This design comes from an exercise in tuning for small area and a short achievable clock period on the open sky130 flow, not from production work.
RTL that was checked went through simulation tests only; none was proved equivalent to the original.

// DSP
module DSP (A,B,D,C,CLK,CARRYIN,OPMODE,BCIN,RSTA,RSTB,RSTM,
RSTP,RSTC,RSTD,RSTCARRYIN,RSTOPMODE,CEA,CEB,CEM,CEP,CEC,CED,
CECARRYIN,CEOPMODE,PCIN,BCOUT,PCOUT,P,M,CARRYOUT,CARRYOUTF);
Settings: LEC_CHECK=0, ABC_AREA=1, CAP_MARGIN=20, CORE_MARGIN=2, CORE_UTILIZATION=40, SETUP_SLACK_MARGIN=2.5, SLEW_MARGIN=20, BUFFER_PORTS_ARGS=-buffer_cell sky130_fd_sc_hd__buf_2, PRE_RESIZE_TCL=/design/flow/flow/ports.tcl; clock period 7.0 ns.
standard.sh (not shown) runs the stock make flow with config.mk's settings and CLKGATE_MAP_FILE= SYNTH_SCRIPT=/design/flow/synth_recipe.tcl, a recipe that flattens the netlist after the stock synthesis.
==> flow/flow/run.sh <==
#!/bin/bash
# The standard layout (standard.sh: standard synthesis, then ORFS to
# finish), with one change: the port buffers are plain buffers (buf_2 from
# buffer_ports, then buf_1 on the inputs) instead of the delay cell
# buffer_ports picks by default.  Each tool's output is in orfs/logs.
set -euo pipefail
HERE=$(pwd)
cat >> config.mk <<EOC
export BUFFER_PORTS_ARGS = -buffer_cell sky130_fd_sc_hd__buf_2
export PRE_RESIZE_TCL = $HERE/flow/ports.tcl
EOC
bash standard.sh > standard.log 2>&1
==> flow/flow/ports.tcl <==
# Before repair_design: the input ports' buffers become buf_1.
set n 0
foreach bterm [[ord::get_db_block] getBTerms] {
  if {[$bterm getIoType] ne "INPUT"} { continue }
  set net [$bterm getNet]
  if {$net eq "NULL" || [$net getSigType] eq "CLOCK"} { continue }
  foreach iterm [$net getITerms] {
    set inst [$iterm getInst]
    if {[[$inst getMaster] getName] eq "sky130_fd_sc_hd__buf_2"} {
      replace_cell [get_cells [$inst getName]] sky130_fd_sc_hd__buf_1
      incr n
    }
  }
}
puts "flow/ports.tcl: $n input buffers set to buf_1"
==> next run, changes <==
--- a/flow/design.v
+++ b/flow/design.v
@@ -21,25 +21,23 @@
   input CLK,CARRYIN,RSTA,RSTB,RSTC,RSTCARRYIN,RSTD,RSTM,
   RSTOPMODE,RSTP,CEA,CEB,CECARRYIN,CEC,CED,CEM,CEOPMODE,CEP;
   output [17:0] BCOUT;
   output [47:0] PCOUT;
   output [47:0] P;
   output [35:0] M;
   output CARRYOUT,CARRYOUTF;
   reg [7:0] opm;
   reg [17:0] dr, ar, br;
   reg [47:0] cr, pr;
   reg cyi, cyo;
-  reg [35:0] ms;
-  reg [35:6] mc;
-  reg mk;
+  reg [35:0] mr;
   wire s6 = opm[6];
   wire [18:0] pre_w = {dr, 1'b1} + {B ^ {18{s6}}, s6};
   wire [17:0] pre = pre_w[18:1];
   wire [17:0] b_in = opm[4] ? pre : B;
   always @(posedge CLK) begin
     if (RSTOPMODE) opm <= 8'd0;
     else if (CEOPMODE) opm <= OPMODE;
   end
   always @(posedge CLK) begin
     if (RSTD) dr <= 18'd0;
     else if (CED) dr <= D;
@@ -606,60 +604,41 @@
   wire c517 = (nc206 & c511) | (nc206 & pp159) | (c511 & pp159);
   wire s518 = pp177 ^ c513 ^ s516;
   wire c519 = (pp177 & c513) | (pp177 & s516) | (c513 & s516);
   wire s520 = ns160 ^ pp195 ^ pp196;
   wire c521 = (ns160 & pp195) | (ns160 & pp196) | (pp195 & pp196);
   wire s522 = s520 ^ pp178 ^ c517;
   wire c523 = (s520 & pp178) | (s520 & c517) | (pp178 & c517);
   wire s524 = nc207 ^ c521 ^ pp179;
   wire c525 = (nc207 & c521) | (nc207 & pp179) | (c521 & pp179);
   wire s526 = ns180 ^ pp197 ^ pp198;
   wire c527 = (ns180 & pp197) | (ns180 & pp198) | (pp197 & pp198);
-  wire s528 = neg0 ^ pp1;
-  wire c529 = neg0 & pp1;
-  wire s530 = pp2 ^ c529;
-  wire c531 = pp2 & c529;
-  wire s532 = pp3 ^ s208 ^ c531;
-  wire c533 = (pp3 & s208) | (pp3 & c531) | (s208 & c531);
-  wire s534 = c209 ^ s210 ^ c533;
-  wire c535 = (c209 & s210) | (c209 & c533) | (s210 & c533);
-  wire s536 = s212 ^ s214 ^ c535;
-  wire c537 = (s212 & s214) | (s212 & c535) | (s214 & c535);
-  wire s538 = s216 ^ s218 ^ c537;
-  wire c539 = (s216 & s218) | (s216 & c537) | (s218 & c537);
-  wire [35:0] prod_s = {s526, s524, c519, s518, s514, c503, s502, s494, c477, c467, c455, s454, c429, c415, c399, c383, c367, c351, c335, c319, c305, c291, s288, c267, c257, s254, s244, c231, s228, s222, s538, s536, s534, s532, s530, s528};
-  wire [35:0] prod_c = {c525, c523, s522, c515, c509, s508, c495, c487, s486, s476, s466, c443, s442, s428, s414, s398, s382, s366, s350, s334, s318, s304, s290, s278, s266, s256, s246, s238, s230, s224, 1'b0, 1'b0, 1'b0, 1'b0, 1'b0, 1'b0};
+  wire [35:0] prod_s = {s526, s524, c519, s518, s514, c503, s502, s494, c477, c467, c455, s454, c429, c415, c399, c383, c367, c351, c335, c319, c305, c291, s288, c267, c257, s254, s244, c231, s228, s222, s216, s212, c209, pp3, pp2, neg0};
+  wire [35:0] prod_c = {c525, c523, s522, c515, c509, s508, c495, c487, s486, s476, s466, c443, s442, s428, s414, s398, s382, s366, s350, s334, s318, s304, s290, s278, s266, s256, s246, s238, s230, s224, s218, s214, s210, s208, 1'b0, pp1};
+  wire mk_in = ~(c527);
+  wire [35:0] prod = prod_s + prod_c;
   always @(posedge CLK) begin
-    if (RSTM) ms <= 36'd0;
-    else if (CEM) ms <= prod_s;
+    if (RSTM) mr <= 36'd0;
+    else if (CEM) mr <= prod;
   end
-  always @(posedge CLK) begin
-    if (RSTM) mc <= 30'd0;
-    else if (CEM) mc <= prod_c[35:6];
-  end
-  always @(posedge CLK) begin
-    if (RSTM) mk <= 1'd0;
-    else if (CEM) mk <= c539;
-  end
-  wire [30:0] m_hi = {ms[35:6], 1'b1} + {mc, mk};
-  assign M = {m_hi[30:1], ms[5:0]};
+  assign M = mr;
   wire s7 = opm[7];
-  wire [47:0] x = ({48{opm[1:0] == 2'd1}} & {12'd0, M})
+  wire [47:0] x = ({48{opm[1:0] == 2'd1}} & {12'd0, mr})
                 | ({48{opm[1:0] == 2'd2}} & pr)
                 | ({48{opm[1:0] == 2'd3}} & {dr[11:0], ar, br});
-  wire [47:0] z = ({48{opm[3:2] == 2'd1}} & PCIN)
-                | ({48{opm[3:2] == 2'd2}} & pr)
-                | ({48{opm[3:2] == 2'd3}} & cr);
-  wire [49:0] post_w = {1'b0, z, 1'b1} + {1'b0, x ^ {48{s7}}, cyi ^ s7};
-  wire [47:0] post = post_w[48:1];
-  wire post_c = post_w[49] ^ s7;
+  wire [47:0] zs = (({48{opm[3:2] == 2'd1}} & PCIN)
+                 | ({48{opm[3:2] == 2'd2}} & pr)
+                 | ({48{opm[3:2] == 2'd3}} & cr)) ^ {48{s7}};
+  wire [49:0] t_w = {1'b0, zs, 1'b1} + {1'b0, x, cyi};
+  wire [47:0] post = t_w[48:1] ^ {48{s7}};
+  wire post_c = t_w[49];
   always @(posedge CLK) begin
     if (RSTP) pr <= 48'd0;
     else if (CEP) pr <= post;
   end
   always @(posedge CLK) begin
     if (RSTCARRYIN) cyo <= 1'd0;
     else if (CECARRYIN) cyo <= post_c;
   end
   assign BCOUT = br;
   assign P = pr;
   assign PCOUT = pr;
Result: Cell area grows by 5.4%; worst setup slack loses 0.85 ns; synthesized area shrinks by 3.4%; routed wire length grows by 9.8%; hold slack barely changes; non-clock buffer count grows by 126; utilization grows by 4.4 points; clock-buffer cell count shrinks by 19.
No functional check of the RTL was part of the second run of this note.

-- what the ideal ports hide --
How much do the figures lean on ideal ports? The routed layouts below were timed once more, with nothing changed but the port constraints. Step 1 assumes that a clkbuf_16 drives the clock port and a buf_2 every other input. Step 2 also shifts input and output timing later by t, the mid clock arrival at the registers, as if the neighbouring blocks saw the same clock. a / b / c = ideal ports / drivers / drivers and shift; a / b = the first two.
run | shift t [ns] | slack for setup (ns) | worst data-port slew with drivers (ns) | pins driven straight from the clock port
the first run | 0.665 | 2.674 / 2.674 / 2.674 | 0.06 | 1
the second run | 0.579 | 1.828 / 1.828 / 1.828 | 0.09 | 1
After both steps setup and hold are still met in every run listed.
